What follows belongs to an exercise in optimizing a design on an open flow for small area, a short achievable clock period and few clock cycles per item; a production flow would make more cautious choices.
RTL that was checked went through simulation tests only; none was proved equivalent to the original.

==> branch yarrow <==
==> flow/design.v <==
module loop_compact(
    input           clk,
    input           rst_n,
    input           input_valid_i,
    input [63:0]    input_block_index_i,
    input [63:0]    din,
    output          input_ready_o,
    output          output_valid_o,
    output [255:0]  dout
    );
    localparam [255:0] SM3_IV    = 256'h7380166f4914b2b9172442d7da8a0600a96f30bc163138aae38dee4db0fb0e4e;
    localparam [31:0]  SM3_T0    = 32'h79cc4519;
    localparam [31:0]  SM3_T1_16 = 32'h9d8a7a87;    
    function [31:0] rotl;
        input [31:0] x;
        input integer n;
        begin
            rotl = (x << n) | (x >> (32 - n));
        end
    endfunction
    function [31:0] p0;
        input [31:0] x;
        begin
            p0 = x ^ rotl(x, 9) ^ rotl(x, 17);
        end
    endfunction
    function [31:0] p1;
        input [31:0] x;
        begin
            p1 = x ^ rotl(x, 15) ^ rotl(x, 23);
        end
    endfunction
    function [31:0] cry;
        input [31:0] x;
        input [31:0] y;
        reg   [31:0] g, p, gn, pn;
        integer d, k;
        begin
            g = x & y;
            p = x ^ y;
            for (d = 1; d < 32; d = d * 2) begin
                gn = g;
                pn = p;
                for (k = 0; k < 32; k = k + 1) begin
                    if ((k / d) % 2 == 1) begin
                        gn[k] = g[k] | (p[k] & g[(k/d)*d-1]);
                        pn[k] = p[k] & p[(k/d)*d-1];
                    end
                end
                g = gn;
                p = pn;
            end
            cry = {g[30:0], 1'b0};
        end
    endfunction
    function [31:0] csa_s;
        input [31:0] x;
        input [31:0] y;
        input [31:0] z;
        begin
            csa_s = x ^ y ^ z;
        end
    endfunction
    function [31:0] csa_c;
        input [31:0] x;
        input [31:0] y;
        input [31:0] z;
        begin
            csa_c = {(x[30:0] & y[30:0]) | (x[30:0] & z[30:0]) | (y[30:0] & z[30:0]), 1'b0};
        end
    endfunction
    reg        run;       
    reg  [5:0] cnt;       
    reg        fin;       
    reg        ovalid;
    reg        idx0;      
    reg        ffsel;     
    wire accept = input_valid_i & input_ready_o;
    wire last   = (cnt == 6'd33);
    assign input_ready_o  = ~run | last;
    assign output_valid_o = ovalid;
    always @(posedge clk or negedge rst_n) begin
        if (~rst_n) begin
            run    <= 1'b0;
            cnt    <= 6'd0;
            fin    <= 1'b0;
            ovalid <= 1'b0;
        end else begin
            fin    <= run & last;
            ovalid <= fin;
            if (accept) begin
                run <= 1'b1;
                cnt <= 6'd0;
            end else begin
                if (last) run <= 1'b0;
                cnt <= cnt + 6'd1;
            end
        end
    end
    reg  [31:0] w [0:15];
    wire [31:0] w16 = p1(w[0] ^ w[7] ^ rotl(w[13], 15)) ^ rotl(w[3], 7) ^ w[10];
    wire [31:0] w17 = p1(w[1] ^ w[8] ^ rotl(w[14], 15)) ^ rotl(w[4], 7) ^ w[11];
    wire        use_exp = run & (cnt >= 6'd7) & (cnt <= 6'd32);
    wire [31:0] in_hi = use_exp ? w16 : din[63:32];
    wire [31:0] in_lo = use_exp ? w17 : din[31:0];
    integer i;
    always @(posedge clk) begin
        for (i = 0; i < 14; i = i + 1) w[i] <= w[i+2];
        w[14] <= in_hi;
        w[15] <= in_lo;
    end
    reg  [31:0] A, B, C, D, E, F, G, H;
    reg  [31:0] V0, V1, V2, V3, V4, V5, V6, V7;
    reg  [31:0] T;        
    wire init = (cnt == 6'd1);    
    wire [255:0] start = idx0 ? SM3_IV : {V0, V1, V2, V3, V4, V5, V6, V7};
    wire [31:0] a12  = rotl(A, 12);
    wire [31:0] sxa  = csa_s(E, T, a12), sya = csa_c(E, T, a12);
    wire [31:0] spa  = rotl(sxa ^ sya, 7);          
    wire [31:0] sca  = rotl(cry(sxa, sya), 7);
    wire [31:0] ss1a = spa ^ sca;
    wire [31:0] ss2a = (spa ^ a12) ^ sca;
    wire [31:0] ffa  = ffsel ? (A ^ B ^ C) : ((A & B) | (A & C) | (B & C));
    wire [31:0] gga  = ffsel ? (E ^ F ^ G) : ((E & F) | (~E & G));
    wire [31:0] u1a  = csa_s(ffa, D, w[10] ^ w[14]), v1a = csa_c(ffa, D, w[10] ^ w[14]);
    wire [31:0] u2a  = csa_s(gga, H, w[10]),         v2a = csa_c(gga, H, w[10]);
    wire [31:0] x1a  = csa_s(u1a, v1a, ss2a), y1a = csa_c(u1a, v1a, ss2a);
    wire [31:0] x2a  = csa_s(u2a, v2a, ss1a), y2a = csa_c(u2a, v2a, ss1a);
    wire [31:0] p2a  = x2a ^ y2a, c2a = cry(x2a, y2a);     
    wire [31:0] e1p  = p0(p2a);                          
    wire [31:0] A1 = x1a ^ y1a ^ cry(x1a, y1a), B1 = A, C1 = rotl(B, 9), D1 = C;
    wire [31:0] E1 = e1p ^ p0(c2a), F1 = E, G1 = rotl(F, 19), H1 = G;
    wire [31:0] b12  = rotl(A1, 12);
    wire [31:0] tb   = rotl(T, 1);
    wire [31:0] sxb  = (tb ^ b12) ^ E1;
    wire [31:0] myb  = (E1 & (tb | b12)) | (~E1 & (tb & b12));
    wire [31:0] syb  = {myb[30:0], 1'b0};
    wire [31:0] spb  = rotl(sxb ^ syb, 7);
    wire [31:0] scb  = rotl(cry(sxb, syb), 7);
    wire [31:0] ss1b = spb ^ scb;
    wire [31:0] ss2b = (spb ^ b12) ^ scb;
    wire [31:0] ffb  = ffsel ? (A1 ^ B1 ^ C1) : ((A1 & B1) | (A1 & C1) | (B1 & C1));
    wire [31:0] ggb  = ffsel ? (E1 ^ F1 ^ G1) : ((E1 & F1) | (~E1 & G1));
    wire [31:0] u1b  = csa_s(D1, w[11] ^ w[15], ffb), v1b = csa_c(D1, w[11] ^ w[15], ffb);
    wire [31:0] u2b  = csa_s(H1, w[11], ggb),         v2b = csa_c(H1, w[11], ggb);
    wire [31:0] x1b  = csa_s(u1b, v1b, ss2b), y1b = csa_c(u1b, v1b, ss2b);
    wire [31:0] x2b  = csa_s(u2b, v2b, ss1b), y2b = csa_c(u2b, v2b, ss1b);
    wire [31:0] p2b  = x2b ^ y2b, c2b = cry(x2b, y2b);
    always @(posedge clk) begin
        if (accept) idx0 <= (input_block_index_i == 64'd0);
        if (init) begin
            {A, B, C, D, E, F, G, H} <= start;
            T     <= SM3_T0;
            ffsel <= 1'b1;
        end else begin
            A <= x1b ^ y1b ^ cry(x1b, y1b);
            B <= A1;
            C <= rotl(B1, 9);
            D <= C1;
            E <= p0(p2b) ^ p0(c2b);
            F <= E1;
            G <= rotl(F1, 19);
            H <= G1;
            if (cnt == 6'd9) begin
                T     <= SM3_T1_16;
                ffsel <= 1'b0;
            end else begin
                T     <= rotl(T, 2);
            end
        end
        if (fin)
            {V0, V1, V2, V3, V4, V5, V6, V7} <= {V0 ^ A, V1 ^ B, V2 ^ C, V3 ^ D, V4 ^ E, V5 ^ F, V6 ^ G, V7 ^ H};
        else if (init & run & idx0)
            {V0, V1, V2, V3, V4, V5, V6, V7} <= SM3_IV;
    end
    assign dout = {V0, V1, V2, V3, V4, V5, V6, V7};
endmodule
==> flow/flow/run.sh <==
#!/bin/bash
# Layout: the standard flow (standard.sh, with its synthesis unchanged and
# the settings of config.mk), with two changes to how the layout is made:
#  - the port buffers are buf_1 cells instead of the delay buffers that
#    buffer_ports picks by default (every port still gets its own buffer);
#  - clock tree synthesis clusters up to 20 sinks within 100 um per leaf
#    buffer and inserts no dummy loads.
# The make output goes to standard_flow.log; ORFS keeps each step's full log
# under orfs/logs/.
set -euo pipefail
bash standard.sh \
  "BUFFER_PORTS_ARGS=-buffer_cell sky130_fd_sc_hd__buf_1" \
  "CTS_ARGS=-sink_clustering_enable -repair_clock_nets -sink_clustering_size 20 -sink_clustering_max_diameter 100 -dont_use_dummy_load" \
  finish > standard_flow.log 2>&1
==> flow/standard.sh <==
#!/bin/bash
# synth_recipe.tcl (not shown) runs the flow's synth.tcl, then flattens the netlist and writes it again
# the make line also repeats each setting of config.mk as NAME=value (left out here)
make -C /OpenROAD-flow-scripts/flow DESIGN_CONFIG=/design/flow/config.mk WORK_HOME=/design/flow/orfs CLKGATE_MAP_FILE= SYNTH_SCRIPT=/design/flow/synth_recipe.tcl "${@:-finish}"
==> flow/config.mk <==
export PLATFORM = sky130hd
export DESIGN_NAME = loop_compact
export DESIGN_NICKNAME = loop_compact
export VERILOG_FILES = /design/flow/design.v
export SDC_FILE = /design/flow/constraint.sdc
export NUM_CORES = 4
export LEC_CHECK = 0
export ABC_AREA = 1
export CAP_MARGIN = 20
export CORE_MARGIN = 2
export CORE_UTILIZATION = 30
export SETUP_SLACK_MARGIN = 5
export SLEW_MARGIN = 20
==> flow/constraint.sdc <==
create_clock -name core_clock -period 16.0 [get_ports {clk}]
set_input_delay 3.2000 -clock core_clock [delete_from_list [all_inputs] [get_ports {clk}]]
set_output_delay 3.2000 -clock core_clock [all_outputs]
set_load 0.01 [all_outputs]
==> inputs of branch cedar, as changes to branch yarrow <==
==> flow/design.v, changed modules only <==
module loop_compact(
    input           clk,
    input           rst_n,
    input           input_valid_i,
    input [63:0]    input_block_index_i,
    input [63:0]    din,
    output          input_ready_o,
    output          output_valid_o,
    output [255:0]  dout
    );
    localparam [255:0] SM3_IV    = 256'h7380166f4914b2b9172442d7da8a0600a96f30bc163138aae38dee4db0fb0e4e;
    localparam [31:0]  SM3_T0    = 32'h79cc4519;
    localparam [31:0]  SM3_T1_16 = 32'h9d8a7a87;    
    function [31:0] rotl;
        input [31:0] x;
        input integer n;
        begin
            rotl = (x << n) | (x >> (32 - n));
        end
    endfunction
    function [31:0] p0;
        input [31:0] x;
        begin
            p0 = x ^ rotl(x, 9) ^ rotl(x, 17);
        end
    endfunction
    function [31:0] p1;
        input [31:0] x;
        begin
            p1 = x ^ rotl(x, 15) ^ rotl(x, 23);
        end
    endfunction
    function [31:0] add;
        input [31:0] x;
        input [31:0] y;
        reg   [31:0] g, p, gn, pn;
        integer d, k;
        begin
            g = x & y;
            p = x ^ y;
            for (d = 1; d < 32; d = d * 2) begin
                gn = g;
                pn = p;
                for (k = 0; k < 32; k = k + 1) begin
                    if ((k / d) % 2 == 1) begin
                        gn[k] = g[k] | (p[k] & g[(k/d)*d-1]);
                        pn[k] = p[k] & p[(k/d)*d-1];
                    end
                end
                g = gn;
                p = pn;
            end
            add = (x ^ y) ^ {g[30:0], 1'b0};
        end
    endfunction
    function [31:0] csa_s;
        input [31:0] x;
        input [31:0] y;
        input [31:0] z;
        begin
            csa_s = x ^ y ^ z;
        end
    endfunction
    function [31:0] csa_c;
        input [31:0] x;
        input [31:0] y;
        input [31:0] z;
        begin
            csa_c = {(x[30:0] & y[30:0]) | (x[30:0] & z[30:0]) | (y[30:0] & z[30:0]), 1'b0};
        end
    endfunction
    function [31:0] add3;
        input [31:0] x;
        input [31:0] y;
        input [31:0] z;
        begin
            add3 = add(csa_s(x, y, z), csa_c(x, y, z));
        end
    endfunction
    function [31:0] add4;
        input [31:0] x;
        input [31:0] y;
        input [31:0] u;
        input [31:0] z;
        begin
            add4 = add3(csa_s(x, y, u), csa_c(x, y, u), z);
        end
    endfunction
    reg        run;       
    reg  [5:0] cnt;       
    reg        fin;       
    reg        ovalid;
    reg        idx0;      
    reg        ffsel;     
    wire accept = input_valid_i & input_ready_o;
    wire last   = (cnt == 6'd33);
    assign input_ready_o  = ~run | last;
    assign output_valid_o = ovalid;
    always @(posedge clk or negedge rst_n) begin
        if (~rst_n) begin
            run    <= 1'b0;
            cnt    <= 6'd0;
            fin    <= 1'b0;
            ovalid <= 1'b0;
        end else begin
            fin    <= run & last;
            ovalid <= fin;
            if (accept) begin
                run <= 1'b1;
                cnt <= 6'd0;
            end else begin
                if (last) run <= 1'b0;
                cnt <= cnt + 6'd1;
            end
        end
    end
    reg  [31:0] nw [0:15];
    wire [31:0] w16 = p1((~nw[0]) ^ (~nw[7]) ^ rotl((~nw[13]), 15)) ^ rotl((~nw[3]), 7) ^ (~nw[10]);
    wire [31:0] w17 = p1((~nw[1]) ^ (~nw[8]) ^ rotl((~nw[14]), 15)) ^ rotl((~nw[4]), 7) ^ (~nw[11]);
    wire        use_exp = run & (cnt >= 6'd7) & (cnt <= 6'd32);
    wire [31:0] in_hi = use_exp ? w16 : din[63:32];
    wire [31:0] in_lo = use_exp ? w17 : din[31:0];
    integer i;
    always @(posedge clk) begin
        for (i = 0; i < 14; i = i + 1) nw[i] <= nw[i+2];
        nw[14] <= ~in_hi;
        nw[15] <= ~in_lo;
    end
    reg  [31:0] nA, nB, nC, nD, nE, nF, nG, nH;    
    wire [31:0] A = ~nA, B = ~nB, C = ~nC, D = ~nD, E = ~nE, F = ~nF, G = ~nG, H = ~nH;
    reg  [31:0] V0, V1, V2, V3, V4, V5, V6, V7;
    reg  [31:0] T;        
    wire init = (cnt == 6'd1);    
    wire [255:0] start = idx0 ? SM3_IV : {V0, V1, V2, V3, V4, V5, V6, V7};
    wire [31:0] a12   = rotl(A, 12);
    wire [31:0] ss1a  = rotl(add3(E, T, a12), 7);
    wire [31:0] ss2a  = ss1a ^ a12;
    wire [31:0] ffa   = ffsel ? (A ^ B ^ C) : ((A & B) | (A & C) | (B & C));
    wire [31:0] gga   = ffsel ? (E ^ F ^ G) : ((E & F) | (~E & G));
    wire [31:0] tt1a  = add4(ffa, D, (~nw[10]) ^ (~nw[14]), ss2a);
    wire [31:0] tt2a  = add4(gga, H, (~nw[10]), ss1a);
    wire [31:0] A1 = tt1a, B1 = A, C1 = rotl(B, 9), D1 = C;
    wire [31:0] E1 = p0(tt2a), F1 = E, G1 = rotl(F, 19), H1 = G;
    wire [31:0] b12   = rotl(A1, 12);
    wire [31:0] ss1b  = rotl(add3(rotl(T, 1), b12, E1), 7);
    wire [31:0] ss2b  = ss1b ^ b12;
    wire [31:0] ffb   = ffsel ? (A1 ^ B1 ^ C1) : ((A1 & B1) | (A1 & C1) | (B1 & C1));
    wire [31:0] ggb   = ffsel ? (E1 ^ F1 ^ G1) : ((E1 & F1) | (~E1 & G1));
    wire [31:0] tt1b  = add4(D1, (~nw[11]) ^ (~nw[15]), ffb, ss2b);
    wire [31:0] tt2b  = add4(H1, (~nw[11]), ggb, ss1b);
    always @(posedge clk) begin
        if (accept) idx0 <= (input_block_index_i == 64'd0);
        if (init) begin
            {nA, nB, nC, nD, nE, nF, nG, nH} <= ~start;
            T     <= SM3_T0;
            ffsel <= 1'b1;
        end else begin
            nA <= ~tt1b;
            nB <= ~A1;
            nC <= ~rotl(B1, 9);
            nD <= ~C1;
            nE <= ~p0(tt2b);
            nF <= ~E1;
            nG <= ~rotl(F1, 19);
            nH <= ~G1;
            if (cnt == 6'd9) begin
                T     <= SM3_T1_16;
                ffsel <= 1'b0;
            end else begin
                T     <= rotl(T, 2);
            end
        end
        if (fin)
            {V0, V1, V2, V3, V4, V5, V6, V7} <= {V0 ^ A, V1 ^ B, V2 ^ C, V3 ^ D, V4 ^ E, V5 ^ F, V6 ^ G, V7 ^ H};
        else if (init & run & idx0)
            {V0, V1, V2, V3, V4, V5, V6, V7} <= SM3_IV;
    end
    assign dout = {V0, V1, V2, V3, V4, V5, V6, V7};
endmodule
==> notes <==
Branch yarrow finished clean. Branch cedar produced a clean layout. Of branch yarrow and branch cedar, branch yarrow has the higher count of clock-buffer cells in the layout (gap 2). Against branch cedar, the final cell count of branch yarrow is larger by 9.1%. In branch cedar the area after synthesis is smaller than in branch yarrow, by 5.0%. Die area: branch cedar is smaller than branch yarrow (about 5%). Against branch yarrow, the maximum frequency of branch cedar is smaller by about 3.5%. In branch cedar the first-iteration DRC count is lower than in branch yarrow, by 9.3%.
Testbench counts of branch cedar, summed over its fixed seeds: cycles 13,080, items 384.
Function not checked in branch yarrow: the RTL went through the layout flow alone.

static timing again, ports no longer ideal:
No port has a modelled driver above. Below, the same layouts with a new extraction and two added sets of constraints. Step 1 sets driving cells, clkbuf_16 on the clock port and buf_2 on the other inputs (assumed; they add their load-dependent delay and slew). Step 2 times the ports against the registers' clock, not the clock port: input delays grow and output delays shrink by t, the midpoint of the rising clock arrivals with the driver on. Three values: ideal ports, drivers, drivers and shift; two values: the first two.
run | t, ns | slack for setup (ns) | latest minus earliest clock arrival (ns) | worst register clock-pin slew, ns | cell pins on the clock port's net
branch yarrow | 0.769 | 4.873 / 4.873 / 4.873 | 0.149 / 0.148 | 0.10 / 0.10 | 1
branch cedar | 0.765 | 4.472 / 4.472 / 4.472 | 0.114 / 0.115 | 0.10 / 0.10 | 1
After both steps setup and hold are still met in every run listed.
